Source: an optimization exercise on an open RTL-to-GDS flow (aim: small area and a short achievable clock period). Production flows keep margins and buffers that such runs may drop. In this exercise RTL edits were held to simulation tests only and were not proved equivalent to the original. No activity file was given, so power comes from the tool's default toggle rates.

File: design/flow/flow/run.sh
#!/bin/bash
# The standard layout (standard.sh), with three changes to how it is made:
# - synthesis maps all logic with flow/abc.script, an area-oriented ABC script (see flow/synth.tcl);
# - the port buffers use the smallest buffer cell instead of buffer_ports' default;
# - repair_timing works towards a setup slack of 10.25 ns at the design's clock period.
# - extra ORFS settings: "SYNTH_KEEP_MODULES=tod_aoi21 tod_oai21 tod_nand2 tod_nor2 tod_aoi22 tod_aoi222 tod_csa tod_mux2" (SYNTH_KEEP_MODULES keeps the one-gate blocks of
#   rtl/tod_core.v apart in synthesis, so each maps to one library gate).
# The output of every step goes to standard.log here (ORFS's own per-step logs stay in orfs/logs).
set -euo pipefail
export FLOW_ABC_SCRIPT=$PWD/flow/abc.script
bash standard.sh SYNTH_SCRIPT=$PWD/flow/synth.tcl "BUFFER_PORTS_ARGS=-buffer_cell sky130_fd_sc_hd__buf_1" SETUP_SLACK_MARGIN=10.25 "SYNTH_KEEP_MODULES=tod_aoi21 tod_oai21 tod_nand2 tod_nor2 tod_aoi22 tod_aoi222 tod_csa tod_mux2" finish > standard.log 2>&1
File: design/flow/flow/abc.script
&get -n
&st
&dch -f
&nf -a
&put
File: design/flow/flow/synth.tcl
# synth_recipe.tcl (the standard synthesis) with two changes: ABC maps with
# flow/abc.script in place of ORFS's abc_speed.script, and full and half adders
# are extracted into fa/ha cells only in the carry-save block tod_csa (ABC
# maps the adders' logic elsewhere with the rest).
# Everything else, including the register names and cells, is as in the
# standard synthesis.
proc synth {args} { yosys synth -nofsm -noshare {*}$args }
proc extract_fa {args} { yosys extract_fa {*}$args tod_csa }
proc abc {args} {
  set i [lsearch -exact $args -script]
  if { $i >= 0 } {
    set args [lreplace $args [expr {$i + 1}] [expr {$i + 1}] $::env(FLOW_ABC_SCRIPT)]
  }
  yosys abc {*}$args
}
source $::env(SCRIPTS_DIR)/synth.tcl
# left out here: clear keep_hierarchy, flatten, clean up, hide names made inside functions, write 1_2_yosys.v
File: design/flow/standard.sh
#!/bin/bash
# synth_recipe.tcl (not shown) runs the flow's synth.tcl, then flattens the netlist and writes it again
# the make line also repeats each setting of config.mk as NAME=value (left out here)
make -C /OpenROAD-flow-scripts/flow DESIGN_CONFIG=/design/flow/config.mk WORK_HOME=/design/flow/orfs CLKGATE_MAP_FILE= SYNTH_SCRIPT=/design/flow/synth_recipe.tcl "${@:-finish}"
File: design/flow/config.mk
export PLATFORM = sky130hd
export DESIGN_NAME = tod_core
export DESIGN_NICKNAME = tod_core
export VERILOG_FILES = /design/flow/design.v
export SDC_FILE = /design/flow/constraint.sdc
export NUM_CORES = 4
export LEC_CHECK = 0
export CAP_MARGIN = 20
export CORE_MARGIN = 2
export CORE_UTILIZATION = 55
export SLEW_MARGIN = 20
File: design/flow/constraint.sdc
create_clock -name core_clock -period 18.0 [get_ports {clk}]
set_input_delay 3.6000 -clock core_clock [delete_from_list [all_inputs] [get_ports {clk}]]
set_output_delay 3.6000 -clock core_clock [all_outputs]
set_load 0.01 [all_outputs]
File: design/flow/design.v
module tod_core #(parameter TIME_WIDTH_SUB_NS=20, TIME_WIDTH_NS=32, TIME_WIDTH_SEC=48) (
    input clk,
    input rst_n,
    input set_init_time,  
    input set_offset_time,  
    input plus_offset_time,  
    input wire [TIME_WIDTH_SUB_NS-1:0] init_time_sub_ns,
    input wire [TIME_WIDTH_NS-1:0] init_time_ns,
    input wire [TIME_WIDTH_SEC-1:0] init_time_sec,
    input wire [TIME_WIDTH_SUB_NS-1:0] offset_time_sub_ns,
    input wire [TIME_WIDTH_NS-1:0] offset_time_ns,  
    input wire [TIME_WIDTH_SUB_NS-1:0] incr_time_sub_ns,
    input wire [TIME_WIDTH_NS-1:0] incr_time_ns,
    output reg [TIME_WIDTH_SUB_NS-1:0] time_sub_ns,
    output reg [TIME_WIDTH_NS-1:0] time_ns,
    output reg [TIME_WIDTH_SEC-1:0] time_sec
);
localparam W = TIME_WIDTH_SUB_NS + TIME_WIDTH_NS;    
localparam LW = TIME_WIDTH_SUB_NS + 9;                 
localparam HW = W - LW;                                
localparam [HW-1:0] KP = 23'd1953125;                  
localparam [HW-1:0] KM = -23'd1953125;
wire minus = set_offset_time & ~plus_offset_time;
wire [W-1:0] a = {time_ns, time_sub_ns};
wire [W-1:0] b = {incr_time_ns, incr_time_sub_ns};
wire [W-1:0] c = {W{set_offset_time}} & ({offset_time_ns, offset_time_sub_ns} ^ {W{minus}});
wire [W-1:0] x, ym;
tod_csa u_csa (.a(a), .b(b), .c(c), .s(x), .co(ym));
wire [W-1:0] y = {ym[W-2:0], 1'b0};
wire [LW-1:0] lo;
wire c9;
tod_add_lo u_lo (.a(x[LW-1:0]), .b(y[LW-1:0]), .cin(minus), .s(lo), .cout(c9));
wire [HW-1:0] xu = x[W-1:LW];
wire [HW-1:0] yu = y[W-1:LW];
wire [1:0] ib = incr_time_ns[29:28];
wire [1:0] io = offset_time_ns[29:28];
wire low = minus & (time_ns[29] ? ({1'b0, ib} + 3'd2 <= {1'b0, io}) : (ib <= io));
wire [HW-1:0] ks = low ? KP : KM;         
wire [HW-1:0] xk = xu ^ yu ^ ks;
wire [HW-1:0] yk = {(xu[HW-2:0] & yu[HW-2:0]) | (xu[HW-2:0] & ks[HW-2:0]) | (yu[HW-2:0] & ks[HW-2:0]), 1'b0};
wire [HW-1:0] u0, uk;
wire co0, cok;
wire p0m, c0m, pkm, ckm;                   
tod_add_hi u_h0 (.a(xu), .b(yu), .cin(c9), .s(u0), .cout(co0), .pm(p0m), .cm(c0m));
tod_add_hi u_hk (.a(xk), .b(yk), .cin(c9), .s(uk), .cout(cok), .pm(pkm), .cm(ckm));
wire [TIME_WIDTH_SEC-1:0] ones, zeros;
assign ones[0] = 1'b1;
assign zeros[0] = 1'b1;
genvar k;
generate for (k = 1; k < TIME_WIDTH_SEC; k = k + 1) begin : g_pre
    assign ones[k] = ones[k-1] & time_sec[k-1];
    assign zeros[k] = zeros[k-1] & ~time_sec[k-1];
end endgenerate
localparam NC = 4;
wire ld = set_init_time;
wire e_adv = ~low & ~ld;
wire e_dec = low & ~ld;
wire [NC-1:0] adv_n, dec_n, use_k, use_0;
genvar r;
generate for (r = 0; r < NC; r = r + 1) begin : g_flag
    tod_mux2 u_a (.a(e_adv & ~pkm), .b(e_adv & pkm), .s(ckm), .y(adv_n[r]));
    tod_mux2 u_d (.a(e_dec & p0m), .b(e_dec & ~p0m), .s(c0m), .y(dec_n[r]));
    assign use_k[r] = adv_n[r] | dec_n[r];
    assign use_0[r] = ~(adv_n[r] | dec_n[r] | ld);
end endgenerate
wire [TIME_WIDTH_SEC-1:0] sec_q = ld ? init_time_sec : time_sec;
wire [TIME_WIDTH_SEC-1:0] sec_tn;        
genvar j;
generate for (j = 0; j < TIME_WIDTH_SEC; j = j + 1) begin : g_sfin
    tod_aoi22 u_t (.a1(adv_n[j % NC]), .a2(ones[j]), .b1(dec_n[j % NC]), .b2(zeros[j]), .y(sec_tn[j]));
end endgenerate
wire [TIME_WIDTH_SEC-1:0] sec_nxt = ~(sec_q ^ sec_tn);
wire [HW-1:0] ns_hi_n;
generate for (j = 0; j < HW; j = j + 1) begin : g_nfin
    tod_aoi222 u_m (.a1(use_k[j % NC]), .a2(uk[j]), .b1(use_0[j % NC]), .b2(u0[j]), .c1(ld), .c2(init_time_ns[9+j]), .y(ns_hi_n[j]));
end endgenerate
wire [HW-1:0] ns_hi_nxt = ~ns_hi_n;
always @(posedge clk or negedge rst_n) begin
    if (!rst_n) begin
        time_sub_ns <= {TIME_WIDTH_SUB_NS{1'b0}};
        time_ns <= {TIME_WIDTH_NS{1'b0}};
        time_sec <= {TIME_WIDTH_SEC{1'b0}};
    end
    else begin
        time_sub_ns <= ld ? init_time_sub_ns : lo[TIME_WIDTH_SUB_NS-1:0];
        time_ns <= {ns_hi_nxt, ld ? init_time_ns[8:0] : lo[LW-1:TIME_WIDTH_SUB_NS]};
        time_sec <= sec_nxt;
    end
end
endmodule
module tod_csa (input [51:0] a, input [51:0] b, input [51:0] c, output [51:0] s, output [51:0] co);
assign s = a ^ b ^ c;
assign co = (a & b) | (a & c) | (b & c);
endmodule
module tod_add_lo (input [28:0] a, input [28:0] b, input cin, output [28:0] s, output cout);
wire [28:0] p = a ^ b;
wire [28:0] gn = ~(a & b);
wire [28:0] pn = ~(a | b);    
wire w1 = ~cin;
wire w2;
tod_oai21 uw2 (.a1(pn[0]), .a2(w1), .b1(gn[0]), .y(w2));
wire w3;
tod_oai21 uw3 (.a1(pn[2]), .a2(gn[1]), .b1(gn[2]), .y(w3));
wire w4;
tod_nor2 uw4 (.a(pn[2]), .b(pn[1]), .y(w4));
wire w5;
tod_oai21 uw5 (.a1(pn[4]), .a2(gn[3]), .b1(gn[4]), .y(w5));
wire w6;
tod_nor2 uw6 (.a(pn[4]), .b(pn[3]), .y(w6));
wire w7;
tod_oai21 uw7 (.a1(pn[6]), .a2(gn[5]), .b1(gn[6]), .y(w7));
wire w8;
tod_nor2 uw8 (.a(pn[6]), .b(pn[5]), .y(w8));
wire w9;
tod_oai21 uw9 (.a1(pn[8]), .a2(gn[7]), .b1(gn[8]), .y(w9));
wire w10;
tod_nor2 uw10 (.a(pn[8]), .b(pn[7]), .y(w10));
wire w11;
tod_oai21 uw11 (.a1(pn[10]), .a2(gn[9]), .b1(gn[10]), .y(w11));
wire w12;
tod_nor2 uw12 (.a(pn[10]), .b(pn[9]), .y(w12));
wire w13;
tod_oai21 uw13 (.a1(pn[12]), .a2(gn[11]), .b1(gn[12]), .y(w13));
wire w14;
tod_nor2 uw14 (.a(pn[12]), .b(pn[11]), .y(w14));
wire w15;
tod_oai21 uw15 (.a1(pn[14]), .a2(gn[13]), .b1(gn[14]), .y(w15));
wire w16;
tod_nor2 uw16 (.a(pn[14]), .b(pn[13]), .y(w16));
wire w17;
tod_oai21 uw17 (.a1(pn[16]), .a2(gn[15]), .b1(gn[16]), .y(w17));
wire w18;
tod_nor2 uw18 (.a(pn[16]), .b(pn[15]), .y(w18));
wire w19;
tod_oai21 uw19 (.a1(pn[18]), .a2(gn[17]), .b1(gn[18]), .y(w19));
wire w20;
tod_nor2 uw20 (.a(pn[18]), .b(pn[17]), .y(w20));
wire w21;
tod_oai21 uw21 (.a1(pn[20]), .a2(gn[19]), .b1(gn[20]), .y(w21));
wire w22;
tod_nor2 uw22 (.a(pn[20]), .b(pn[19]), .y(w22));
wire w23;
tod_oai21 uw23 (.a1(pn[22]), .a2(gn[21]), .b1(gn[22]), .y(w23));
wire w24;
tod_nor2 uw24 (.a(pn[22]), .b(pn[21]), .y(w24));
wire w25;
tod_oai21 uw25 (.a1(pn[24]), .a2(gn[23]), .b1(gn[24]), .y(w25));
wire w26;
tod_nor2 uw26 (.a(pn[24]), .b(pn[23]), .y(w26));
wire w27;
tod_oai21 uw27 (.a1(pn[26]), .a2(gn[25]), .b1(gn[26]), .y(w27));
wire w28;
tod_nor2 uw28 (.a(pn[26]), .b(pn[25]), .y(w28));
wire w29;
tod_oai21 uw29 (.a1(pn[28]), .a2(gn[27]), .b1(gn[28]), .y(w29));
wire w30;
tod_nor2 uw30 (.a(pn[28]), .b(pn[27]), .y(w30));
wire w31;
tod_aoi21 uw31 (.a1(w4), .a2(w2), .b1(w3), .y(w31));
wire w32;
tod_aoi21 uw32 (.a1(w8), .a2(w5), .b1(w7), .y(w32));
wire w33;
tod_nand2 uw33 (.a(w8), .b(w6), .y(w33));
wire w34;
tod_aoi21 uw34 (.a1(w12), .a2(w9), .b1(w11), .y(w34));
wire w35;
tod_nand2 uw35 (.a(w12), .b(w10), .y(w35));
wire w36;
tod_aoi21 uw36 (.a1(w16), .a2(w13), .b1(w15), .y(w36));
wire w37;
tod_nand2 uw37 (.a(w16), .b(w14), .y(w37));
wire w38;
tod_aoi21 uw38 (.a1(w20), .a2(w17), .b1(w19), .y(w38));
wire w39;
tod_nand2 uw39 (.a(w20), .b(w18), .y(w39));
wire w40;
tod_aoi21 uw40 (.a1(w24), .a2(w21), .b1(w23), .y(w40));
wire w41;
tod_nand2 uw41 (.a(w24), .b(w22), .y(w41));
wire w42;
tod_aoi21 uw42 (.a1(w28), .a2(w25), .b1(w27), .y(w42));
wire w43;
tod_nand2 uw43 (.a(w28), .b(w26), .y(w43));
wire w44;
tod_oai21 uw44 (.a1(w33), .a2(w31), .b1(w32), .y(w44));
wire w45;
tod_oai21 uw45 (.a1(w37), .a2(w34), .b1(w36), .y(w45));
wire w46;
tod_nor2 uw46 (.a(w37), .b(w35), .y(w46));
wire w47;
tod_oai21 uw47 (.a1(w41), .a2(w38), .b1(w40), .y(w47));
wire w48;
tod_nor2 uw48 (.a(w41), .b(w39), .y(w48));
wire w49;
tod_aoi21 uw49 (.a1(w46), .a2(w44), .b1(w45), .y(w49));
wire w50 = ~w49;
wire w51;
tod_aoi21 uw51 (.a1(w48), .a2(w50), .b1(w47), .y(w51));
wire w52 = ~w44;
wire w53;
tod_oai21 uw53 (.a1(w35), .a2(w52), .b1(w34), .y(w53));
wire w54;
tod_oai21 uw54 (.a1(w39), .a2(w49), .b1(w38), .y(w54));
wire w55;
tod_oai21 uw55 (.a1(w43), .a2(w51), .b1(w42), .y(w55));
wire w56 = ~w31;
wire w57;
tod_aoi21 uw57 (.a1(w6), .a2(w56), .b1(w5), .y(w57));
wire w58;
tod_aoi21 uw58 (.a1(w10), .a2(w44), .b1(w9), .y(w58));
wire w59;
tod_aoi21 uw59 (.a1(w14), .a2(w53), .b1(w13), .y(w59));
wire w60;
tod_aoi21 uw60 (.a1(w18), .a2(w50), .b1(w17), .y(w60));
wire w61;
tod_aoi21 uw61 (.a1(w22), .a2(w54), .b1(w21), .y(w61));
wire w62 = ~w51;
wire w63;
tod_aoi21 uw63 (.a1(w26), .a2(w62), .b1(w25), .y(w63));
wire w64;
tod_aoi21 uw64 (.a1(w30), .a2(w55), .b1(w29), .y(w64));
wire w65 = ~w2;
wire w66;
tod_oai21 uw66 (.a1(pn[1]), .a2(w65), .b1(gn[1]), .y(w66));
wire w67;
tod_oai21 uw67 (.a1(pn[3]), .a2(w31), .b1(gn[3]), .y(w67));
wire w68;
tod_oai21 uw68 (.a1(pn[5]), .a2(w57), .b1(gn[5]), .y(w68));
wire w69;
tod_oai21 uw69 (.a1(pn[7]), .a2(w52), .b1(gn[7]), .y(w69));
wire w70;
tod_oai21 uw70 (.a1(pn[9]), .a2(w58), .b1(gn[9]), .y(w70));
wire w71 = ~w53;
wire w72;
tod_oai21 uw72 (.a1(pn[11]), .a2(w71), .b1(gn[11]), .y(w72));
wire w73;
tod_oai21 uw73 (.a1(pn[13]), .a2(w59), .b1(gn[13]), .y(w73));
wire w74;
tod_oai21 uw74 (.a1(pn[15]), .a2(w49), .b1(gn[15]), .y(w74));
wire w75;
tod_oai21 uw75 (.a1(pn[17]), .a2(w60), .b1(gn[17]), .y(w75));
wire w76 = ~w54;
wire w77;
tod_oai21 uw77 (.a1(pn[19]), .a2(w76), .b1(gn[19]), .y(w77));
wire w78;
tod_oai21 uw78 (.a1(pn[21]), .a2(w61), .b1(gn[21]), .y(w78));
wire w79;
tod_oai21 uw79 (.a1(pn[23]), .a2(w51), .b1(gn[23]), .y(w79));
wire w80;
tod_oai21 uw80 (.a1(pn[25]), .a2(w63), .b1(gn[25]), .y(w80));
wire w81 = ~w55;
wire w82;
tod_oai21 uw82 (.a1(pn[27]), .a2(w81), .b1(gn[27]), .y(w82));
wire [29:0] cy;
assign cy[0] = cin;
assign cy[1] = w2;
assign cy[2] = w66;
assign cy[3] = ~w31;
assign cy[4] = w67;
assign cy[5] = ~w57;
assign cy[6] = w68;
assign cy[7] = w44;
assign cy[8] = w69;
assign cy[9] = ~w58;
assign cy[10] = w70;
assign cy[11] = w53;
assign cy[12] = w72;
assign cy[13] = ~w59;
assign cy[14] = w73;
assign cy[15] = ~w49;
assign cy[16] = w74;
assign cy[17] = ~w60;
assign cy[18] = w75;
assign cy[19] = w54;
assign cy[20] = w77;
assign cy[21] = ~w61;
assign cy[22] = w78;
assign cy[23] = ~w51;
assign cy[24] = w79;
assign cy[25] = ~w63;
assign cy[26] = w80;
assign cy[27] = w55;
assign cy[28] = w82;
assign cy[29] = ~w64;
assign s = p ^ cy[28:0];
assign cout = cy[29];
endmodule
module tod_add_hi (input [22:0] a, input [22:0] b, input cin, output [22:0] s, output cout, output pm, output cm);
wire [22:0] p = a ^ b;
wire [22:0] gn = ~(a & b);
wire [22:0] pn = ~(a | b);    
wire w1;
tod_oai21 uw1 (.a1(pn[1]), .a2(gn[0]), .b1(gn[1]), .y(w1));
wire w2;
tod_nor2 uw2 (.a(pn[1]), .b(pn[0]), .y(w2));
wire w3;
tod_oai21 uw3 (.a1(pn[3]), .a2(gn[2]), .b1(gn[3]), .y(w3));
wire w4;
tod_nor2 uw4 (.a(pn[3]), .b(pn[2]), .y(w4));
wire w5;
tod_oai21 uw5 (.a1(pn[5]), .a2(gn[4]), .b1(gn[5]), .y(w5));
wire w6;
tod_nor2 uw6 (.a(pn[5]), .b(pn[4]), .y(w6));
wire w7;
tod_oai21 uw7 (.a1(pn[7]), .a2(gn[6]), .b1(gn[7]), .y(w7));
wire w8;
tod_nor2 uw8 (.a(pn[7]), .b(pn[6]), .y(w8));
wire w9;
tod_oai21 uw9 (.a1(pn[9]), .a2(gn[8]), .b1(gn[9]), .y(w9));
wire w10;
tod_nor2 uw10 (.a(pn[9]), .b(pn[8]), .y(w10));
wire w11;
tod_oai21 uw11 (.a1(pn[11]), .a2(gn[10]), .b1(gn[11]), .y(w11));
wire w12;
tod_nor2 uw12 (.a(pn[11]), .b(pn[10]), .y(w12));
wire w13;
tod_oai21 uw13 (.a1(pn[13]), .a2(gn[12]), .b1(gn[13]), .y(w13));
wire w14;
tod_nor2 uw14 (.a(pn[13]), .b(pn[12]), .y(w14));
wire w15;
tod_oai21 uw15 (.a1(pn[15]), .a2(gn[14]), .b1(gn[15]), .y(w15));
wire w16;
tod_nor2 uw16 (.a(pn[15]), .b(pn[14]), .y(w16));
wire w17;
tod_oai21 uw17 (.a1(pn[17]), .a2(gn[16]), .b1(gn[17]), .y(w17));
wire w18;
tod_nor2 uw18 (.a(pn[17]), .b(pn[16]), .y(w18));
wire w19;
tod_oai21 uw19 (.a1(pn[19]), .a2(gn[18]), .b1(gn[19]), .y(w19));
wire w20;
tod_nor2 uw20 (.a(pn[19]), .b(pn[18]), .y(w20));
wire w21;
tod_oai21 uw21 (.a1(pn[21]), .a2(gn[20]), .b1(gn[21]), .y(w21));
wire w22;
tod_nor2 uw22 (.a(pn[21]), .b(pn[20]), .y(w22));
wire w23;
tod_aoi21 uw23 (.a1(w4), .a2(w1), .b1(w3), .y(w23));
wire w24;
tod_nand2 uw24 (.a(w4), .b(w2), .y(w24));
wire w25;
tod_aoi21 uw25 (.a1(w8), .a2(w5), .b1(w7), .y(w25));
wire w26;
tod_nand2 uw26 (.a(w8), .b(w6), .y(w26));
wire w27;
tod_aoi21 uw27 (.a1(w12), .a2(w9), .b1(w11), .y(w27));
wire w28;
tod_nand2 uw28 (.a(w12), .b(w10), .y(w28));
wire w29;
tod_aoi21 uw29 (.a1(w16), .a2(w13), .b1(w15), .y(w29));
wire w30;
tod_nand2 uw30 (.a(w16), .b(w14), .y(w30));
wire w31;
tod_aoi21 uw31 (.a1(w20), .a2(w17), .b1(w19), .y(w31));
wire w32;
tod_nand2 uw32 (.a(w20), .b(w18), .y(w32));
wire w33;
tod_oai21 uw33 (.a1(w26), .a2(w23), .b1(w25), .y(w33));
wire w34;
tod_nor2 uw34 (.a(w26), .b(w24), .y(w34));
wire w35;
tod_oai21 uw35 (.a1(w30), .a2(w27), .b1(w29), .y(w35));
wire w36;
tod_nor2 uw36 (.a(w30), .b(w28), .y(w36));
wire w37;
tod_aoi21 uw37 (.a1(w36), .a2(w33), .b1(w35), .y(w37));
wire w38;
tod_nand2 uw38 (.a(w36), .b(w34), .y(w38));
wire w39 = ~w33;
wire w40;
tod_oai21 uw40 (.a1(w28), .a2(w39), .b1(w27), .y(w40));
wire w41 = ~w34;
wire w42;
tod_nor2 uw42 (.a(w28), .b(w41), .y(w42));
wire w43;
tod_oai21 uw43 (.a1(w32), .a2(w37), .b1(w31), .y(w43));
wire w44;
tod_nor2 uw44 (.a(w32), .b(w38), .y(w44));
wire w45 = ~w23;
wire w46;
tod_aoi21 uw46 (.a1(w6), .a2(w45), .b1(w5), .y(w46));
wire w47 = ~w24;
wire w48;
tod_nand2 uw48 (.a(w6), .b(w47), .y(w48));
wire w49;
tod_aoi21 uw49 (.a1(w10), .a2(w33), .b1(w9), .y(w49));
wire w50;
tod_nand2 uw50 (.a(w10), .b(w34), .y(w50));
wire w51;
tod_aoi21 uw51 (.a1(w14), .a2(w40), .b1(w13), .y(w51));
wire w52;
tod_nand2 uw52 (.a(w14), .b(w42), .y(w52));
wire w53 = ~w37;
wire w54;
tod_aoi21 uw54 (.a1(w18), .a2(w53), .b1(w17), .y(w54));
wire w55 = ~w38;
wire w56;
tod_nand2 uw56 (.a(w18), .b(w55), .y(w56));
wire w57;
tod_aoi21 uw57 (.a1(w22), .a2(w43), .b1(w21), .y(w57));
wire w58;
tod_nand2 uw58 (.a(w22), .b(w44), .y(w58));
wire w59 = ~w1;
wire w60;
tod_oai21 uw60 (.a1(pn[2]), .a2(w59), .b1(gn[2]), .y(w60));
wire w61 = ~w2;
wire w62;
tod_nor2 uw62 (.a(pn[2]), .b(w61), .y(w62));
wire w63;
tod_oai21 uw63 (.a1(pn[4]), .a2(w23), .b1(gn[4]), .y(w63));
wire w64;
tod_nor2 uw64 (.a(pn[4]), .b(w24), .y(w64));
wire w65;
tod_oai21 uw65 (.a1(pn[6]), .a2(w46), .b1(gn[6]), .y(w65));
wire w66;
tod_nor2 uw66 (.a(pn[6]), .b(w48), .y(w66));
wire w67;
tod_oai21 uw67 (.a1(pn[8]), .a2(w39), .b1(gn[8]), .y(w67));
wire w68;
tod_nor2 uw68 (.a(pn[8]), .b(w41), .y(w68));
wire w69;
tod_oai21 uw69 (.a1(pn[10]), .a2(w49), .b1(gn[10]), .y(w69));
wire w70;
tod_nor2 uw70 (.a(pn[10]), .b(w50), .y(w70));
wire w71 = ~w40;
wire w72;
tod_oai21 uw72 (.a1(pn[12]), .a2(w71), .b1(gn[12]), .y(w72));
wire w73 = ~w42;
wire w74;
tod_nor2 uw74 (.a(pn[12]), .b(w73), .y(w74));
wire w75;
tod_oai21 uw75 (.a1(pn[14]), .a2(w51), .b1(gn[14]), .y(w75));
wire w76;
tod_nor2 uw76 (.a(pn[14]), .b(w52), .y(w76));
wire w77;
tod_oai21 uw77 (.a1(pn[16]), .a2(w37), .b1(gn[16]), .y(w77));
wire w78;
tod_nor2 uw78 (.a(pn[16]), .b(w38), .y(w78));
wire w79;
tod_oai21 uw79 (.a1(pn[18]), .a2(w54), .b1(gn[18]), .y(w79));
wire w80;
tod_nor2 uw80 (.a(pn[18]), .b(w56), .y(w80));
wire w81 = ~w43;
wire w82;
tod_oai21 uw82 (.a1(pn[20]), .a2(w81), .b1(gn[20]), .y(w82));
wire w83 = ~w44;
wire w84;
tod_nor2 uw84 (.a(pn[20]), .b(w83), .y(w84));
wire w85;
tod_oai21 uw85 (.a1(pn[22]), .a2(w57), .b1(gn[22]), .y(w85));
wire w86;
tod_nor2 uw86 (.a(pn[22]), .b(w58), .y(w86));
wire [23:0] cy;
assign cy[0] = cin;
wire w87 = ~cin;
wire w88;
tod_oai21 uw88 (.a1(pn[0]), .a2(w87), .b1(gn[0]), .y(w88));
assign cy[1] = w88;
wire w89;
tod_aoi21 uw89 (.a1(w2), .a2(cin), .b1(w1), .y(w89));
assign cy[2] = ~w89;
wire w90;
tod_aoi21 uw90 (.a1(w62), .a2(cin), .b1(w60), .y(w90));
assign cy[3] = ~w90;
wire w91;
tod_oai21 uw91 (.a1(w24), .a2(w87), .b1(w23), .y(w91));
assign cy[4] = w91;
wire w92;
tod_aoi21 uw92 (.a1(w64), .a2(cin), .b1(w63), .y(w92));
assign cy[5] = ~w92;
wire w93;
tod_oai21 uw93 (.a1(w48), .a2(w87), .b1(w46), .y(w93));
assign cy[6] = w93;
wire w94;
tod_aoi21 uw94 (.a1(w66), .a2(cin), .b1(w65), .y(w94));
assign cy[7] = ~w94;
wire w95;
tod_aoi21 uw95 (.a1(w34), .a2(cin), .b1(w33), .y(w95));
assign cy[8] = ~w95;
wire w96;
tod_aoi21 uw96 (.a1(w68), .a2(cin), .b1(w67), .y(w96));
assign cy[9] = ~w96;
wire w97;
tod_oai21 uw97 (.a1(w50), .a2(w87), .b1(w49), .y(w97));
assign cy[10] = w97;
wire w98;
tod_aoi21 uw98 (.a1(w70), .a2(cin), .b1(w69), .y(w98));
assign cy[11] = ~w98;
wire w99;
tod_aoi21 uw99 (.a1(w42), .a2(cin), .b1(w40), .y(w99));
assign cy[12] = ~w99;
wire w100;
tod_aoi21 uw100 (.a1(w74), .a2(cin), .b1(w72), .y(w100));
assign cy[13] = ~w100;
wire w101;
tod_oai21 uw101 (.a1(w52), .a2(w87), .b1(w51), .y(w101));
assign cy[14] = w101;
wire w102;
tod_aoi21 uw102 (.a1(w76), .a2(cin), .b1(w75), .y(w102));
assign cy[15] = ~w102;
wire w103;
tod_oai21 uw103 (.a1(w38), .a2(w87), .b1(w37), .y(w103));
assign cy[16] = w103;
wire w104;
tod_aoi21 uw104 (.a1(w78), .a2(cin), .b1(w77), .y(w104));
assign cy[17] = ~w104;
wire w105;
tod_oai21 uw105 (.a1(w56), .a2(w87), .b1(w54), .y(w105));
assign cy[18] = w105;
wire w106;
tod_aoi21 uw106 (.a1(w80), .a2(cin), .b1(w79), .y(w106));
assign cy[19] = ~w106;
wire w107;
tod_aoi21 uw107 (.a1(w44), .a2(cin), .b1(w43), .y(w107));
assign cy[20] = ~w107;
wire w108;
tod_aoi21 uw108 (.a1(w84), .a2(cin), .b1(w82), .y(w108));
assign cy[21] = ~w108;
wire w109;
tod_oai21 uw109 (.a1(w58), .a2(w87), .b1(w57), .y(w109));
assign cy[22] = w109;
wire w110;
tod_aoi21 uw110 (.a1(w86), .a2(cin), .b1(w85), .y(w110));
assign cy[23] = ~w110;
assign s = p ^ cy[22:0];
assign cout = cy[23];
assign pm = p[22];
assign cm = cy[22];
endmodule
module tod_aoi21 (input a1, input a2, input b1, output y);
assign y = ~((a1 & a2) | b1);
endmodule
module tod_oai21 (input a1, input a2, input b1, output y);
assign y = ~((a1 | a2) & b1);
endmodule
module tod_nand2 (input a, input b, output y);
assign y = ~(a & b);
endmodule
module tod_nor2 (input a, input b, output y);
assign y = ~(a | b);
endmodule
module tod_mux2 (input a, input b, input s, output y);
assign y = s ? b : a;
endmodule
module tod_xnor2 (input a, input b, output y);
assign y = ~(a ^ b);
endmodule
module tod_aoi22 (input a1, input a2, input b1, input b2, output y);
assign y = ~((a1 & a2) | (b1 & b2));
endmodule
module tod_aoi222 (input a1, input a2, input b1, input b2, input c1, input c2, output y);
assign y = ~((a1 & a2) | (b1 & b2) | (c1 & c2));
endmodule
==> run notes, run 1 <==
- The run finished with no timing, DRC or antenna violations.
- The data arrival at the endpoint of the critical path is 7.79 ns.
- At the pin with the least slew margin, the transition time is about 0.91 ns.
- The critical path buffer and inverter count is 3.
- The clock reaches the later pin of the worst-skew pair after 0.36 ns.
- The synthesized-area fraction occupied by ao, oa, aoi and oai cells is 22.0%.
- Measured against its own limit, the worst slew margin works out to 39.2%.
- The element type at the critical path start is a primary input.
- The final instance area is between 10,000 and 15,000 um2.
- The final route contains around 10,000 vias.
- Along the worst path, the maximum fanout reaches 26.
- Yosys mapped the design onto 27 distinct sky130hd cell types.
- The core area is ~18,000 um2.
- The minimum hold slack is 0.606 ns.
- The layout net count is 1,879.
- The critical path launch point is plus_offset_time.
- The worst clock skew on the final layout is 0.0118 ns.
- The final critical-path share of the clock period is a little over two fifths.
- The final max-slew violation count is 0.
- The analysis attributes to cell leakage a power of 4.63 nW.
- Counting cells, the worst reg-to-reg path comes to 18.
- Of the total synthesized cell area, the portion taken by XOR and XNOR cells is 14.8%.
- The highest-delay cell along the critical path is sky130_fd_sc_hd__fa_1.
- The share of cell area taken by muxes after synthesis is 5.65%.
- The final cell utilization of the core is 68.9%.
- The initial antenna violation count is 0.
- The count of endpoints failing hold in the final timing report is 0.
- The internal power component is ~1.2 mW.
- STA classifies the critical path endpoint as a flip-flop.
- The cell count after placement is 1,822.
- The clock net in this run drives a total of 100 sinks.
- The total of hold buffers inserted after clock tree synthesis is 0.
- The count of mapped cells out of synthesis is about 1,300.
- The analysis attributes to net switching a power of 1.39 mW.
- The signal on the critical path passes through buf_6 -> clkinv_8 -> o21ai_0 -> a21oi_1 -> fa_1 -> xnor2_1 -> xnor2_1 -> nor2_1 -> nor2_1 -> nand2_1 -> nor2_4 -> nand2_2 -> nor2_4 -> nand2_1 -> o21ai_4 -> mux2_4 -> or2_4 -> a222oi_1 -> clkinv_1.
- The first-pass detailed-route iteration total is 6.
- The maximum clock rate is 132 MHz.
- At the placement stage, the worst setup path has a slack of approximately 8.1 ns.
- The time the final worst path needs with I/O delays and setup is 7.57 ns.
- The switching power share of the total is 52.8%.
- From synthesis to final layout, the design area changed by 22.7%.
- The clock passes through at most 2 buffers.
- The total half-perimeter wirelength after legalization and detailed placement is 23,100 um.
- In this run the tool buffered the top-level ports with 308 buffer cells.
- The cell at the root of the clock tree is sky130_fd_sc_hd__clkbuf_16.
- The post-route DRC violation count is 0.
- Among cell families on the critical path, the largest total delay comes from simple AND/OR/NAND/NOR gates.
- The synthesized design devotes to its leading area cell type 24.8% of total area.
- The initial utilization of the core area, before any placement, comes to a little under three fifths.
- Data on the critical path is required at its endpoint by 18.22 ns.
- The worst hold path belongs to the class reg -> reg.
- Setup violations remaining at the end of the flow were counted as 0.
- The end of the worst register-to-register path is time_sec[47]$_DFF_PN0_.
- For this block, the initial DRC count from the detailed router was between 800 and 900.
- The finished layout holds roughly 1,900 standard cells, fillers aside.
- The total negative slack for setup checks is 0 ns.
- The pin count of the biggest net entering global routing is 69.
- The fraction of power consumed by combinational cells is 77.4%.
- Yosys attributes the largest share of cell area to sky130_fd_sc_hd__dfrtp_1, sky130_fd_sc_hd__fa_1, sky130_fd_sc_hd__o21ai_0.
- Following the worst setup path forward leads to its endpoint at time_ns[19]$_DFF_PN0_.
- In this run the number of cells on the critical path is 19.
- The CTS tree is yes.
- The mean post-synth cell area is slightly below 8 um2.
- The number of antenna diodes in the final layout is 0.
- After layout, the worst setup slack is 10.43 ns.
- The delay of the slowest critical-path stage is approximately 0.50 ns.
- After global routing the overflow that remains totals 0.
- The number of I/O pins is 309.
- The simple logic cell fraction of the synthesized area is 19.5%.
- The part of the total power dissipated in the clock network is 7.5%.
- The proportion of power drawn by flip-flops and latches is 15.1%.
- The CTS clock-pin slew for the worst setup and hold paths is 0.08 ns.
- The reg-to-reg setup timing slack is about 10 ns.
- The total cell area at the placement stage is 11,600 um2.
- After detailed routing, the average wire length per cell comes to 17.1 um.
- The type of the setup path with the least slack is in -> reg.
- The proportion of layout cells with a drive suffix above 1 is 6.65%.
- The total power divided by cell area is around 210 nW/um2.
- The count of antenna-violating nets left after detailed routing is 0.
- The total chip power is 2.63 mW.
- The vertical die dimension is 139 um.
- Global routing used about a third of the available tracks across all layers.
- The number of levels the H-tree was split into is 3.
- In the routed layout, each cell is associated on average with a via count of between 5 and 6.
- The number of max-cap violations is 0.
- Setup repair after global routing left no endpoint under its margin.
- sky130_fd_sc_hd__dfrtp_1 takes more of the synthesized area than any other cell.
- The via count of the first global-routing pass came to 9,733.
- The cell area that synthesis handed to floorplanning was 10,100 um2.
- By area, the combinational part of the netlist is dominated by compound AO/OA/AOI/OAI gates.
- The sequential cell area fraction in the yosys report is 24.8%.
- The area share of fa/ha/maj cells after synthesis is 10.3%.
- The floorplan step set the die width to around 140 um.
- The number of synthesis warnings is 1.
- The launch point of the worst reg-to-reg path is time_sec[2]$_DFF_PN0_.
- After synthesis the netlist holds a flip-flop and latch count of 100.
- The routability congestion estimate from global placement is 0.899.
- The die outline area is roughly 19,000 um2.
- The worst vdd rail ir drop is 117 uV.
- The routed design has between 30,000 and 40,000 um of wire.
- The row count is between 40 and 50.
- The first global-routing pass estimated 49,700 um of wire.
- TritonCTS created 9 clock buffers.
## cells in the final DEF (no fill, tap or decap), types with 14 or more instances in the layout
cell                       instances
sky130_fd_sc_hd__and2_0           16
sky130_fd_sc_hd__nor2b_1          35
sky130_fd_sc_hd__buf_4            16
sky130_fd_sc_hd__nand2b_1         16
sky130_fd_sc_hd__nand2_1         133
sky130_fd_sc_hd__clkinv_1         74
sky130_fd_sc_hd__o21ai_0         190
sky130_fd_sc_hd__xor2_1           72
sky130_fd_sc_hd__mux2i_1          48
sky130_fd_sc_hd__and3_1           16
sky130_fd_sc_hd__nor2_1          144
sky130_fd_sc_hd__xnor2_1          89
sky130_fd_sc_hd__fa_1             52
sky130_fd_sc_hd__dfrtp_1          99
sky130_fd_sc_hd__a21oi_1         110
sky130_fd_sc_hd__a22oi_1          48
sky130_fd_sc_hd__and4_1           14
sky130_fd_sc_hd__a222oi_1         23
sky130_fd_sc_hd__nor3_1           16
sky130_fd_sc_hd__buf_1           304
## final cells by class
cell class | instances | area [um2]
Multi-Input combinational cell | 1105 | 7660
Timing Repair Buffer | 324 | 1300
Fill cell | 1561 | 5590
Clock buffer | 10 | 239
Clock inverter | 6 | 58.8
Timing Repair inverter | 2 | 31.3
Tap cell | 229 | 287
Sequential cell | 100 | 2500
Inverter | 76 | 300
## modules after synthesis (local to each module, per instance)
module | cells inside | flops+latches
tod_nand2 | 1 | 0
tod_core | 886 | 100
tod_aoi22 | 1 | 0
tod_nor2 | 1 | 0
tod_oai21 | 1 | 0
tod_mux2 | 1 | 0
tod_csa | 52 | 0
tod_aoi21 | 1 | 0
tod_aoi222 | 1 | 0
## how the worst min path moves through the flow
stage	from	end	slack, ns	depth (start not counted)
floorplan	time_sec[47]$_DFF_PN0_	time_sec[47]$_DFF_PN0_	0.62	2
CTS	time_sec[47]$_DFF_PN0_	time_sec[47]$_DFF_PN0_	0.61	2
global placement	time_sec[47]$_DFF_PN0_	time_sec[47]$_DFF_PN0_	0.57	2
finish	time_sec[47]$_DFF_PN0_	time_sec[47]$_DFF_PN0_	0.61	2
global route	time_sec[47]$_DFF_PN0_	time_sec[47]$_DFF_PN0_	0.65	2
detailed placement	time_sec[47]$_DFF_PN0_	time_sec[47]$_DFF_PN0_	0.59	2
## layer usage
layer,GRT usage [%],up-vias,routed length [um]
li1,-,5146,-
met1,44.9,4890,13700
met2,52.3,406,15200
met3,3.85,32,2200
met4,8.13,0,498
met5,0,-,0
## power by group through the flow
stage	sequential (mW)	combinational [mW]	clock, mW
finish	0.399	2.04	0.197
global route	0.412	2.24	0.211
CTS	0.398	1.90	0.201
detailed placement	0.400	1.82	0
global placement	0.400	1.79	0
floorplan	0.413	1.37	0
## worst reg2reg max path, cell delays in order, from the launching register on
cell and delay (ns):
sky130_fd_sc_hd__dfrtp_1 0.45, sky130_fd_sc_hd__or4_4 0.59, sky130_fd_sc_hd__nor4_4 0.21, sky130_fd_sc_hd__or4b_4 0.54
sky130_fd_sc_hd__nor4_2 0.19, sky130_fd_sc_hd__nand2b_1 0.16, sky130_fd_sc_hd__or4_4 0.46, sky130_fd_sc_hd__or4_4 0.45
sky130_fd_sc_hd__or4_4 0.45, sky130_fd_sc_hd__or4_1 0.49, sky130_fd_sc_hd__or4_1 0.50, sky130_fd_sc_hd__or4_4 0.47
sky130_fd_sc_hd__or4_4 0.47, sky130_fd_sc_hd__or4_4 0.46, sky130_fd_sc_hd__or4_4 0.46, sky130_fd_sc_hd__or4_1 0.51
sky130_fd_sc_hd__nor4_2 0.18, sky130_fd_sc_hd__a22oi_1 0.16, sky130_fd_sc_hd__xor2_1 0.19
## repair_timing
item                                    4_1_cts  5_1_grt
hold endpoints to repair                      0        0
gates resized for setup                      52       53
pin swaps                                     2        7
endpoints found under the setup margin       71       32
cloned                                        2        0
setup buffers                                 3        9
## synthesized netlist by cell type
| library cell | number |
|---|---|
| sky130_fd_sc_hd__a211oi_1 | 2 |
| sky130_fd_sc_hd__nor2_1 | 157 |
| sky130_fd_sc_hd__o21ai_0 | 204 |
| sky130_fd_sc_hd__mux2_1 | 8 |
| sky130_fd_sc_hd__a22oi_1 | 48 |
| sky130_fd_sc_hd__fa_1 | 52 |
| sky130_fd_sc_hd__mux2i_1 | 48 |
| sky130_fd_sc_hd__nor4_1 | 3 |
| sky130_fd_sc_hd__or4b_1 | 1 |
| sky130_fd_sc_hd__nor3_1 | 16 |
| sky130_fd_sc_hd__nor2b_1 | 36 |
| sky130_fd_sc_hd__nand2b_1 | 16 |
| sky130_fd_sc_hd__xnor2_1 | 92 |
| sky130_fd_sc_hd__a222oi_1 | 23 |
| sky130_fd_sc_hd__or2_0 | 4 |
| sky130_fd_sc_hd__buf_4 | 1 |
| sky130_fd_sc_hd__and2_0 | 16 |
| sky130_fd_sc_hd__nand2_1 | 135 |
| sky130_fd_sc_hd__or4_1 | 11 |
| sky130_fd_sc_hd__conb_1 | 1 |
| sky130_fd_sc_hd__and4_1 | 14 |
| sky130_fd_sc_hd__a21oi_1 | 119 |
| sky130_fd_sc_hd__clkinv_1 | 76 |
| sky130_fd_sc_hd__dfrtp_1 | 100 |
| sky130_fd_sc_hd__nor3b_1 | 1 |
| sky130_fd_sc_hd__and3_1 | 16 |
| sky130_fd_sc_hd__xor2_1 | 78 |
## logic make-up after synthesis
kind of cell             after synthesis
other                                  1
multiplexers                          56
XOR/XNOR                             170
flip-flops                           100
adder cells (fa/ha/maj)               52
buffers and inverters                 77
AO/OA/AOI/OAI                        396
AND/OR/NAND/NOR                      426
## state kept, by name, indices dropped and copies added (netlist names)
name	cells
time_sec	48
time_ns	32
time_sub_ns	20
==> inputs of run 2 (changes only) <==
==> design/flow/flow/run.sh (replaced) <==
#!/bin/bash
# The standard layout (standard.sh), with three changes to how it is made:
# - synthesis maps all logic with flow/abc.script, an area-oriented ABC script (see flow/synth.tcl);
# - the port buffers use the smallest buffer cell instead of buffer_ports' default;
# - repair_timing works towards a setup slack of 10.5 ns at the design's clock period.
# - extra ORFS settings: "SYNTH_KEEP_MODULES=tod_aoi21 tod_oai21 tod_nand2 tod_nor2 tod_aoi22 tod_aoi222 tod_csa tod_mux2" (SYNTH_KEEP_MODULES keeps the one-gate blocks of
#   rtl/tod_core.v apart in synthesis, so each maps to one library gate).
# The output of every step goes to standard.log here (ORFS's own per-step logs stay in orfs/logs).
set -euo pipefail
export FLOW_ABC_SCRIPT=$PWD/flow/abc.script
bash standard.sh SYNTH_SCRIPT=$PWD/flow/synth.tcl "BUFFER_PORTS_ARGS=-buffer_cell sky130_fd_sc_hd__buf_1" SETUP_SLACK_MARGIN=10.5 "SYNTH_KEEP_MODULES=tod_aoi21 tod_oai21 tod_nand2 tod_nor2 tod_aoi22 tod_aoi222 tod_csa tod_mux2" finish > standard.log 2>&1
==> run 2 against run 1 <==
  * Still clean on timing, DRC and antenna
  * Clock-buffer cell count fell by 1
  * Via count rose by 4.0%
  * Area after synthesis did not move
  * Combinational power rose by 8%
  * Clock skew fell by 0.00084 ns
  * Sequential share of layout area fell by 0.77 points
  * Sequential power barely moved
  * Final cell count rose by 0.76%
  * Global-route usage rose by 1.3 points
  * Register-to-register slack improved by 0.30 ns
  * Die area did not move
  * Critical path type unchanged
  * Largest cell class unchanged
==> run notes, run 2 <==
- Run status: complete, no violations (unchanged).
- The number of levels the H-tree was split into came to 3 (unchanged).
- The path type of the worst min-delay path is reg -> reg (unchanged).
- The die width is 139 um (unchanged).
- The starting density of the core came to 56.2% (unchanged).
- The layout overhead on the synthesized area was 27.6% (was 22.7%).
- Most frequent cells in the layout: sky130_fd_sc_hd__buf_1, sky130_fd_sc_hd__o21ai_0, sky130_fd_sc_hd__nor2_1, sky130_fd_sc_hd__nand2_1, sky130_fd_sc_hd__a21oi_1 (unchanged).
- The CTS buffer count is 9 (unchanged).
- The sequential cell area fraction in the yosys report is 24.8% (unchanged).
- The first-pass GRT wire length came to 51,600 um (was 49,700 um).
- The most common cell in the netlist is sky130_fd_sc_hd__o21ai_0 (unchanged).
- The initial detailed-routing violation count was 857 (was 855).
- The deepest clock path buffer count was 2 (unchanged).
- The actual slew at the worst max-slew pin is 0.874 ns (was 0.913 ns).
- The routed wirelength normalized by instance count was 17.9 um (was 17.1 um).
- The total chip power is 2.81 mW (was 2.63 mW).
- The static leakage is 4.79 nW (was 4.63 nW).
- The cell taking the most area after synthesis is sky130_fd_sc_hd__dfrtp_1 (unchanged).
- The launch point of the worst reg-to-reg path is time_sec[2]$_DFF_PN0_ (unchanged).
- The element type at the critical path start was a primary input (unchanged).
- The number of vias per cell after detailed routing is 5.84 (was 5.66).
- The delay of the slowest critical-path stage is 0.51 ns (was 0.50 ns).
- The final instance area is 12,900 um2 (was 12,400 um2).
- The proportion of layout cells with a drive suffix above 1 is 10.5% (was 6.65%).
- The final critical-path share of the clock period is 41.2% (was 42.1%).
- The most used flip-flop cell after synthesis was sky130_fd_sc_hd__dfrtp_1 (unchanged).
- The highest-delay cell along the critical path is sky130_fd_sc_hd__fa_2 (was sky130_fd_sc_hd__fa_1).
- The maximum clock rate was 135 MHz (was 132 MHz).
- The largest register by flop count is time_sec (unchanged).
- Top cells by area in the synthesized netlist: sky130_fd_sc_hd__dfrtp_1, sky130_fd_sc_hd__fa_1, sky130_fd_sc_hd__o21ai_0 (unchanged).
- The count of endpoints failing hold in the final timing report is 0 (unchanged).
- The vertical die dimension came to 139 um (unchanged).
- The fraction of synthesized cell area taken by the top area cell type is 24.8% (unchanged).
- The area taken by multi-input logic gates is 7970 um2 (was 7660 um2).
- The count of mapped cells out of synthesis is 1,278 (unchanged).
- The type of the setup path with the least slack is in -> reg (unchanged).
- The number of flops mapped to enable cells by yosys was 0 (unchanged).
- The depth of the worst register-to-register path was 18 (unchanged).
- The minimum hold slack was 0.609 ns (was 0.606 ns).
- The final setup slack of the worst path was 10.59 ns (was 10.43 ns).
- The core area is 18,000 um2 (unchanged).
- The mapped cell area is 10,100 um2 (unchanged).
- The via count of the first global-routing pass is 10,100 (was 9,733).
- The end of the worst register-to-register path is time_sec[47]$_DFF_PN0_ (unchanged).
- The total of hold buffers inserted after clock tree synthesis came to 0 (unchanged).
- Setup repair after global routing missed its margin: true (was false).
- The worst slack at placement is 8.30 ns (was 8.08 ns).
- The critical path launch point was plus_offset_time (unchanged).
- The async set-or-reset flop fraction in the synthesized netlist is 100% (unchanged).
- The reg-to-reg setup timing slack was 10.79 ns (was 10.49 ns).
- The critical path required time is 18.22 ns (about the same).
- The critical path's most frequent cell is sky130_fd_sc_hd__o21ai_4.
- The most frequent standard cell in the layout excluding fill and tap cells was sky130_fd_sc_hd__buf_1 (unchanged).
- The post-route DRC violation count was 0 (unchanged).
- The start point of the worst min-delay path is time_sec[47]$_DFF_PN0_ (unchanged).
- The footprint of the flip-flops and latches is 2500 um2 (about the same).
- The total half-perimeter wirelength after legalization and detailed placement is 23,600 um (was 23,100 um).
- The number of flip-flops in the largest register was 48 (unchanged).
- The final number of setup-violating endpoints is 0 (unchanged).
- The worst clock skew on the final layout came to 0.0110 ns (was 0.0118 ns).
- The post-synthesis register bit count is 100 (unchanged).
- The layout net count came to 1,892 (was 1,879).
- The count of input and output buffers was 308 (unchanged).
- The clock latency on the worst-skew pair is 0.36 ns (about the same).
- The total cell area at the placement stage is 11,600 um2 (about the same).
- The number of distinct library cells after synthesis is 27 (unchanged).
- The kind of end point of the critical path is a flip-flop (unchanged).
- The worst-path maximum fanout is 26 (unchanged).
- Worst-path cell chain: buf_16 -> inv_12 -> o21ai_0 -> a21oi_1 -> fa_2 -> xnor2_2 -> xor2_1 -> nor2_1 -> nor2_2 -> nand2_2 -> o21ai_4 -> a21oi_4 -> o21ai_4 -> a21oi_4 -> o21ai_4 -> mux2_4 -> or2_4 -> a222oi_1 -> clkinv_1 (was buf_6 -> clkinv_8 -> o21ai_0 -> a21oi_1 -> fa_1 -> xnor2_1 -> xnor2_1 -> nor2_1 -> nor2_1 -> nand2_1 -> nor2_4 -> nand2_2 -> nor2_4 -> nand2_1 -> o21ai_4 -> mux2_4 -> or2_4 -> a222oi_1 -> clkinv_1).
- The number of max-cap violations is 0 (unchanged).
- The worst slew slack as a fraction of its limit is 41.7% (was 39.2%).
- The number of I/O pins is 309 (unchanged).
- The hold-critical path depth is 2 (unchanged).
- The die outline area is 19,400 um2 (unchanged).
- Largest registers in the final layout: time_sec: 48 flops, time_ns: 32 flops, time_sub_ns: 20 flops (unchanged).
- The total congestion overflow after global routing is 0 (unchanged).
- The data arrival at the endpoint of the critical path is 7.64 ns (was 7.79 ns).
- The count of antenna-violating nets left after detailed routing is 0 (unchanged).
- The mean post-synth cell area is 7.89 um2 (unchanged).
- The final max-slew violation count is 0 (unchanged).
- The pin count of the biggest net entering global routing is 79 (was 69).
- The filler cell count is 1,530 (was 1,561).
- The first-pass detailed-route iteration total is 5 (was 6).
- The clock sink count came to 100 (unchanged).
- The time the final worst path needs with I/O delays and setup is 7.41 ns (was 7.57 ns).
- The worst vdd rail ir drop is 129 uV (was 117 uV).
- The row count came to 49 (unchanged).
- The capture point of the worst path is time_ns[15]$_DFF_PN0_ (was time_ns[19]$_DFF_PN0_).
- The total power divided by cell area is 218 nW/um2 (was 213 nW/um2).
- The number of vias in the routed layout came to 10,900 (was 10,500).
- Ranking of synthesized cells by instance count: sky130_fd_sc_hd__o21ai_0, sky130_fd_sc_hd__nor2_1, sky130_fd_sc_hd__nand2_1 (unchanged).
- The CTS tree is yes (unchanged).
- The total wire length after detailed routing is 33,500 um (was 31,600 um).
- The CTS clock-pin slew for the worst setup and hold paths is 0.08 ns (about the same).
- The cell at the root of the clock tree is sky130_fd_sc_hd__clkbuf_16 (unchanged).
- The initial antenna violation count is 0 (unchanged).
- The total negative slack for setup checks is 0 ns (unchanged).
- The global-route usage over all layers is 33.1% (was 31.8%).
- The number of synthesis warnings is 1 (unchanged).
- The routability congestion estimate from global placement was 0.879 (was 0.899).
==> run 2: timing repair <==
action / in CTS / in global routing
hold endpoints to repair: 0 / 0
gates resized for setup: 72 / 111
gates cloned: 2 / 1
pin swaps: 5 / 26
setup buffers: 7 / 17
endpoints found under the setup margin: 71 / 71
==> run 2: worst min path at each step <==
stage	to	slack, ns
6_report	time_sec[47]$_DFF_PN0_	0.61
5_1_grt	time_sec[47]$_DFF_PN0_	0.64
4_1_cts	time_sec[47]$_DFF_PN0_	0.61
3_3_place_gp	time_sec[47]$_DFF_PN0_	0.57
3_5_place_dp	time_sec[47]$_DFF_PN0_	0.59
2_1_floorplan	time_sec[47]$_DFF_PN0_	0.62
==> run 2: cells by family after synthesis <==
family / count (synthesis) / share of synthesized area (%)
AO/OA/AOI/OAI: 396 / 22.0
XOR/XNOR: 170 / 14.8
adder cells (fa/ha/maj): 52 / 10.3
buffers and inverters: 77 / 2.90
flip-flops: 100 / 24.8
multiplexers: 56 / 5.65
other: 1 / 0.0372
AND/OR/NAND/NOR: 426 / 19.5
==> run 2: metal layers <==
layer	wire length, um	vias to the layer above	global-route usage, %
met3	2400	74	4.96
li1	-	5167	-
met2	16100	484	54.3
met5	0	-	0
met1	13800	5170	44.5
met4	1100	0	12.8
==> run 2: worst max-delay path, delay by kind of cell <==
kind                       cells  cell delay (ns)
AOI/OAI and AO/OA              8             1.53
xor gates and xnor gates       2             0.43
adders and majority gates      1             0.51
buffers and inverters          3             0.43
muxes                          1             0.35
and+or+nand+nor                4             0.75
==> run 2: final cells by class <==
class                      instances  area share (%)
timing repair buffer             336            11.0
clock inverter                     7           0.709
tap                              229            2.23
multi-input combinational       1105            61.9
clock buffer                       9            1.75
antenna                            1          0.0194
timing repair inverter             3           0.554
inverter                          76            2.33
sequential                       100            19.5
==> run 2: stage by stage <==
step                utilization [%]  cells
detailed placement             64.8   1822
floorplan                         -   1282
global route                   71.7   1865
global placement               64.8   1822
CTS                            68.5   1847
finish                         71.7   1866
==> run 2: where the power goes <==
part | leakage [nW] | internal, mW | total (mW) | switching (mW)
clock network | 0.157 | 0.112 | 0.216 | 0.104
registers | 1.18 | 0.307 | 0.400 | 0.0925
logic | 3.46 | 0.908 | 2.20 | 1.29
==> run 2: Yosys stat by module, one instance, submodules excluded, excerpt <==
module / cells / flip-flops and latches
tod_nand2: 1 / 0
tod_core: 886 / 100
tod_mux2: 1 / 0
tod_aoi22: 1 / 0
tod_nor2: 1 / 0
tod_oai21: 1 / 0
tod_csa: 52 / 0
==> inputs of run 3 (changes only) <==
==> design/flow/flow/run.sh (replaced) <==
#!/bin/bash
# The standard layout (standard.sh), with three changes to how it is made:
# - synthesis maps all logic with flow/abc.script, an area-oriented ABC script (see flow/synth.tcl);
# - the port buffers use the smallest buffer cell instead of buffer_ports' default;
# - repair_timing works towards a setup slack of 10.15 ns at the design's clock period.
# - extra ORFS settings: "SYNTH_KEEP_MODULES=tod_aoi21 tod_oai21 tod_nand2 tod_nor2 tod_aoi22 tod_aoi222 tod_csa tod_mux2" (SYNTH_KEEP_MODULES keeps the one-gate blocks of
#   rtl/tod_core.v apart in synthesis, so each maps to one library gate).
# The output of every step goes to standard.log here (ORFS's own per-step logs stay in orfs/logs).
set -euo pipefail
export FLOW_ABC_SCRIPT=$PWD/flow/abc.script
bash standard.sh SYNTH_SCRIPT=$PWD/flow/synth.tcl "BUFFER_PORTS_ARGS=-buffer_cell sky130_fd_sc_hd__buf_1" SETUP_SLACK_MARGIN=10.15 "SYNTH_KEEP_MODULES=tod_aoi21 tod_oai21 tod_nand2 tod_nor2 tod_aoi22 tod_aoi222 tod_csa tod_mux2" finish > standard.log 2>&1
==> run 3 against run 2 <==
  * Largest power group unchanged
  * Fmax fell by 3.2%
  * Non-clock buffer count fell by 19
  * Area after synthesis did not move
  * Combinational power fell by 8%
  * Worst setup slack got worse by 0.24 ns
  * Worst hold slack improved by 0.0050 ns
  * Via count fell by 2.8%
  * Wire length fell by 5.4%
  * Still clean on timing, DRC and antenna
==> run notes, run 3 <==
- The number of vias in the routed layout was 10,600 (was 10,900).
- The final setup slack of the worst path is 10.34 ns (was 10.59 ns).
- The core area is 18,000 um2 (unchanged).
- The total power divided by cell area came to 213 nW/um2 (was 218 nW/um2).
- The end of the worst register-to-register path is time_sec[47]$_DFF_PN0_ (unchanged).
- The post-synthesis register bit count is 100 (unchanged).
- The cell taking the most area after synthesis is sky130_fd_sc_hd__dfrtp_1 (unchanged).
- The total negative slack for setup checks is 0 ns (unchanged).
- The final critical-path share of the clock period is 42.5% (was 41.2%).
- The proportion of power drawn by flip-flops and latches was 15.1% (was 14.2%).
- The routability congestion estimate from global placement is 0.909 (was 0.879).
- The static leakage is 4.61 nW (was 4.79 nW).
- The async set-or-reset flop fraction in the synthesized netlist is 100% (unchanged).
- The cell at the root of the clock tree is sky130_fd_sc_hd__clkbuf_16 (unchanged).
- The switching power share of the total came to 52.9% (was 52.8%).
- The final number of setup-violating endpoints was 0 (unchanged).
- The post-route DRC violation count was 0 (unchanged).
- The global-route usage over all layers is 31.9% (was 33.1%).
- The number of max-cap violations is 0 (unchanged).
- The final instance area is 12,300 um2 (was 12,900 um2).
- The CTS tree is yes (unchanged).
- Largest registers in the final layout: time_sec: 48 flops, time_ns: 32 flops, time_sub_ns: 20 flops (unchanged).
- The routed length on met3 is 2480 um (was 2400 um).
- The worst-path maximum fanout is 26 (unchanged).
- The final max-slew violation count was 0 (unchanged).
- The final cell utilization of the core was 68.7% (was 71.7%).
- The die width is 139 um (unchanged).
- The internal power component was 1.24 mW (was 1.33 mW).
- The CTS clock-pin slew for the worst setup and hold paths is 0.08 ns (about the same).
- The most common cell in the netlist is sky130_fd_sc_hd__o21ai_0 (unchanged).
- The sequential cell area fraction in the yosys report is 24.8% (unchanged).
- The path type of the worst min-delay path is reg -> reg (unchanged).
- Most frequent cells in the layout: sky130_fd_sc_hd__buf_1, sky130_fd_sc_hd__o21ai_0, sky130_fd_sc_hd__nor2_1, sky130_fd_sc_hd__nand2_1, sky130_fd_sc_hd__a21oi_1 (unchanged).
- The first-pass detailed-route iteration total is 6 (was 5).
- The part of the total power dissipated in the clock network came to 8.0% (was 7.7%).
- The mapped cell area is 10,100 um2 (unchanged).
- The actual slew at the worst max-slew pin is 0.994 ns (was 0.874 ns).
- The minimum hold slack is 0.614 ns (was 0.609 ns).
- The worst clock skew on the final layout is 0.0135 ns (was 0.0110 ns).
- The initial antenna violation count came to 0 (unchanged).
- The top layer used by detailed routing is met4 (unchanged).
- The number of vias per cell after detailed routing is 5.74 (was 5.84).
- Run status: complete, no violations (unchanged).
- The critical path buffer and inverter count is 3 (unchanged).
- The proportion of layout cells with a drive suffix above 1 is 6.25% (was 10.5%).
- The type of the setup path with the least slack is in -> reg (unchanged).
- The wire length on met1 is 13,600 um (was 13,800 um).
- The first-pass GRT wire length is 50,000 um (was 51,600 um).
- The count of endpoints failing hold in the final timing report came to 0 (unchanged).
- The start point of the worst min-delay path is time_sec[47]$_DFF_PN0_ (unchanged).
- The number of levels the H-tree was split into is 3 (unchanged).
- Setup repair after global routing missed its margin: false (was true).
- Top cells by area in the synthesized netlist: sky130_fd_sc_hd__dfrtp_1, sky130_fd_sc_hd__fa_1, sky130_fd_sc_hd__o21ai_0 (unchanged).
- The deepest clock path buffer count was 2 (unchanged).
- The sum of met2 wire segment lengths after detailed routing is 14,900 um (was 16,100 um).
- The worst min-delay path endpoint is time_sec[47]$_DFF_PN0_ (unchanged).
- The starting density of the core is 56.2% (unchanged).
- The hold-critical path depth is 2 (unchanged).
- The die outline area is 19,400 um2 (unchanged).
- The critical path launch point is plus_offset_time (unchanged).
- The total chip power is 2.63 mW (was 2.81 mW).
- The count of mapped cells out of synthesis was 1,278 (unchanged).
- The count of antenna-violating nets left after detailed routing is 0 (unchanged).
- The total cell area at the placement stage came to 11,600 um2 (about the same).
- The via count of the first global-routing pass is 9,860 (was 10,100).
- The most frequent standard cell in the layout excluding fill and tap cells is sky130_fd_sc_hd__buf_1 (unchanged).
- The cell count after placement is 1,822 (unchanged).
- The row count is 49 (unchanged).
- The element type at the critical path start is a primary input (unchanged).
- The initial detailed-routing violation count was 841 (was 857).
- The filler-free cell count of the finished design is 1,845 (was 1,866).
- The maximum clock rate is 131 MHz (was 135 MHz).
- The fraction of power consumed by combinational cells was 76.8% (was 78.1%).
- The number of distinct library cells after synthesis is 27 (unchanged).
- The CTS buffer count is 9 (unchanged).
- The final antenna diode count is 0 (was 1).
- The number of I/O pins is 309 (unchanged).
- The highest-delay cell along the critical path was sky130_fd_sc_hd__fa_1 (was sky130_fd_sc_hd__fa_2).
- The layout overhead on the synthesized area is 22.4% (was 27.6%).
- Ranking of synthesized cells by instance count: sky130_fd_sc_hd__o21ai_0, sky130_fd_sc_hd__nor2_1, sky130_fd_sc_hd__nand2_1 (unchanged).
- The routed wirelength normalized by instance count came to 17.2 um (was 17.9 um).
- The most used flip-flop cell after synthesis is sky130_fd_sc_hd__dfrtp_1 (unchanged).
- The worst vdd rail ir drop came to 121 uV (was 129 uV).
- The worst slew slack as a fraction of its limit is 33.7% (was 41.7%).
- The worst slack at placement is 7.91 ns (was 8.30 ns).
- The data arrival at the endpoint of the critical path is 7.89 ns (was 7.64 ns).
- Worst-path cell chain: buf_6 -> clkinv_8 -> o21ai_0 -> a21oi_1 -> fa_1 -> xor2_1 -> xor2_1 -> nor2_1 -> nor2_1 -> nand2_1 -> o21ai_4 -> a21oi_4 -> o21ai_2 -> a21oi_1 -> o21ai_4 -> mux2_4 -> or2_4 -> a222oi_1 -> clkinv_1 (was buf_16 -> inv_12 -> o21ai_0 -> a21oi_1 -> fa_2 -> xnor2_2 -> xor2_1 -> nor2_1 -> nor2_2 -> nand2_2 -> o21ai_4 -> a21oi_4 -> o21ai_4 -> a21oi_4 -> o21ai_4 -> mux2_4 -> or2_4 -> a222oi_1 -> clkinv_1).
- The launch point of the worst reg-to-reg path is time_sec[1]$_DFF_PN0_ (was time_sec[2]$_DFF_PN0_).
- The reg-to-reg setup timing slack is 10.46 ns (was 10.79 ns).
- The pin count of the biggest net entering global routing was 72 (was 79).
- The total wire length after detailed routing is 31,700 um (was 33,500 um).
- The critical path required time is 18.23 ns (was 18.22 ns).
- The clock latency on the worst-skew pair is 0.36 ns (about the same).
- The switching power came to 1.39 mW (was 1.48 mW).
- The time the final worst path needs with I/O delays and setup is 7.66 ns (was 7.41 ns).
- The largest register by flop count is time_sec (unchanged).
- The kind of end point of the critical path is a flip-flop (unchanged).
- The total half-perimeter wirelength after legalization and detailed placement is 23,100 um (was 23,600 um).
- The dominant delay contributor by cell family on the critical path is compound AO/OA/AOI/OAI gates (unchanged).
- The fraction of synthesized cell area taken by the top area cell type is 24.8% (unchanged).
- The total congestion overflow after global routing is 0 (unchanged).
- The mean post-synth cell area is 7.89 um2 (unchanged).
- The clock sink count is 100 (unchanged).
- The vertical die dimension is 139 um (unchanged).
- The number of flops mapped to enable cells by yosys was 0 (unchanged).
- The number of flip-flops in the largest register came to 48 (unchanged).
- The layout net count came to 1,872 (was 1,892).
- The delay of the slowest critical-path stage is 0.57 ns (was 0.51 ns).
- The number of synthesis warnings is 1 (unchanged).
- The count of input and output buffers is 308 (unchanged).
- The depth of the worst register-to-register path is 18 (unchanged).
-- run 3: cell count changes in the layout (fill, tap and decap cells not counted), sizes merged --
cell	change
clkinvlp	+1
clkinv	-2
inv	-2
buf	-18
clkbuf	+1
diode	-1
-- run 3: kinds of logic (layout without fill, tap and decap cells) --
family | Yosys count | in the layout | synth area share [%]
compound gates | 396 | 396 | 22.0
flops | 100 | 100 | 24.8
fa+ha+maj | 52 | 52 | 10.3
buf+inv | 77 | 411 | 2.90
simple gates | 426 | 426 | 19.5
xor+xnor | 170 | 170 | 14.8
mux | 56 | 56 | 5.65
other cells | 1 | 5 | 0.0372
-- run 3: how the worst max path moves through the flow --
stage | end | slack [ns] | depth (start not counted)
2_1_floorplan | time_ns[10]$_DFF_PN0_ | 10.17 | 18
3_3_place_gp | time_ns[11]$_DFF_PN0_ | 8.07 | 19
3_5_place_dp | time_ns[11]$_DFF_PN0_ | 7.91 | 19
4_1_cts | time_ns[17]$_DFF_PN0_ | 10.16 | 19
5_1_grt | time_ns[15]$_DFF_PN0_ | 10.10 | 19
6_report | time_ns[11]$_DFF_PN0_ | 10.34 | 19
-- run 3: modules after synthesis, one instance, submodules excluded --
| module | copies in the design | cell area (um2) | cells |
|---|---|---|---|
| tod_core | 1 | 7180 | 886 |
| tod_csa | 1 | 1040 | 52 |
| tod_mux2 | 8 | 11.3 | 1 |
| tod_aoi222 | 23 | 10.0 | 1 |
| tod_aoi22 | 48 | 7.51 | 1 |
| tod_aoi21 | 66 | 5.00 | 1 |
| tod_oai21 | 101 | 5.00 | 1 |
| tod_nand2 | 28 | 3.75 | 1 |
| tod_nor2 | 66 | 3.75 | 1 |
-- run 3: routing by layer --
| layer | GRT usage [%] | up-vias |
|---|---|---|
| li1 | - | 5141 |
| met1 | 44.0 | 4953 |
| met2 | 52.3 | 451 |
| met3 | 4.51 | 50 |
| met4 | 9.84 | 0 |
| met5 | 0 | - |
-- run 3: repair_timing --
item | in CTS | in global routing
hold buffers | 0 | 0
buffers inserted | 2 | 3
cloned | 2 | 0
pin swaps | 1 | 5
endpoints found under the setup margin | 71 | 41
resized for setup | 51 | 58
-- run 3: power groups by stage --
| stage | sequential [mW] | combinational (mW) | clock (mW) |
|---|---|---|---|
| after floorplan | 0.413 | 1.37 | 0 |
| after global placement | 0.399 | 1.80 | 0 |
| after detailed placement | 0.399 | 1.81 | 0 |
| after CTS | 0.397 | 1.88 | 0.215 |
| after global routing | 0.411 | 2.23 | 0.222 |
| final | 0.398 | 2.02 | 0.211 |
-- run 3: area by class of cell --
| class | instances | area (um2) |
|---|---|---|
| Inverter | 76 | 299 |
| Clock buffer | 11 | 243 |
| Tap cell | 229 | 287 |
| Multi-Input combinational cell | 1105 | 7670 |
| Clock inverter | 5 | 66.3 |
| Timing Repair inverter | 2 | 31.3 |
| Sequential cell | 100 | 2500 |
| Timing Repair Buffer | 317 | 1250 |
| Fill cell | 1596 | 5620 |
-- run 3: worst min-delay path, stage by stage, from the launching register on --
cell                      delay (ns)
sky130_fd_sc_hd__dfrtp_1        0.35
sky130_fd_sc_hd__mux2i_1        0.08
sky130_fd_sc_hd__xor2_1         0.14

static timing again, ports no longer ideal:
In the flow no input, the clock included, has a driving cell. The finished layouts below were timed again as built, in two steps. Step 1 (the two cells are an assumption about what drives the block):
set clk [get_ports {clk}]
set_driving_cell -lib_cell sky130_fd_sc_hd__clkbuf_16 $clk
set_driving_cell -lib_cell sky130_fd_sc_hd__buf_2 [delete_from_list [all_inputs] $clk]
Step 2 times the ports against the registers' clock, not the clock port: input delays grow and output delays shrink by t, the midpoint of the rising clock arrivals with the driver on. Three values: ideal ports, drivers, drivers and shift; two values: the first two.
| run | t, ns | setup WS [ns] | slew at the worst register clock pin (ns) | cell pins on the clock port's net |
|---|---|---|---|---|
| run 1 | 0.402 | 10.428 / 10.437 / 10.035 | 0.08 / 0.08 | 1 |
| run 2 | 0.404 | 10.586 / 10.561 / 10.157 | 0.08 / 0.08 | 1 |
| run 3 | 0.404 | 10.343 / 10.351 / 9.947 | 0.08 / 0.08 | 1 |
After both steps every run listed still meets setup and hold. The setup slack of run 2, which loses most, moves by -0.025 ns with the drivers and by -0.429 ns with both steps.
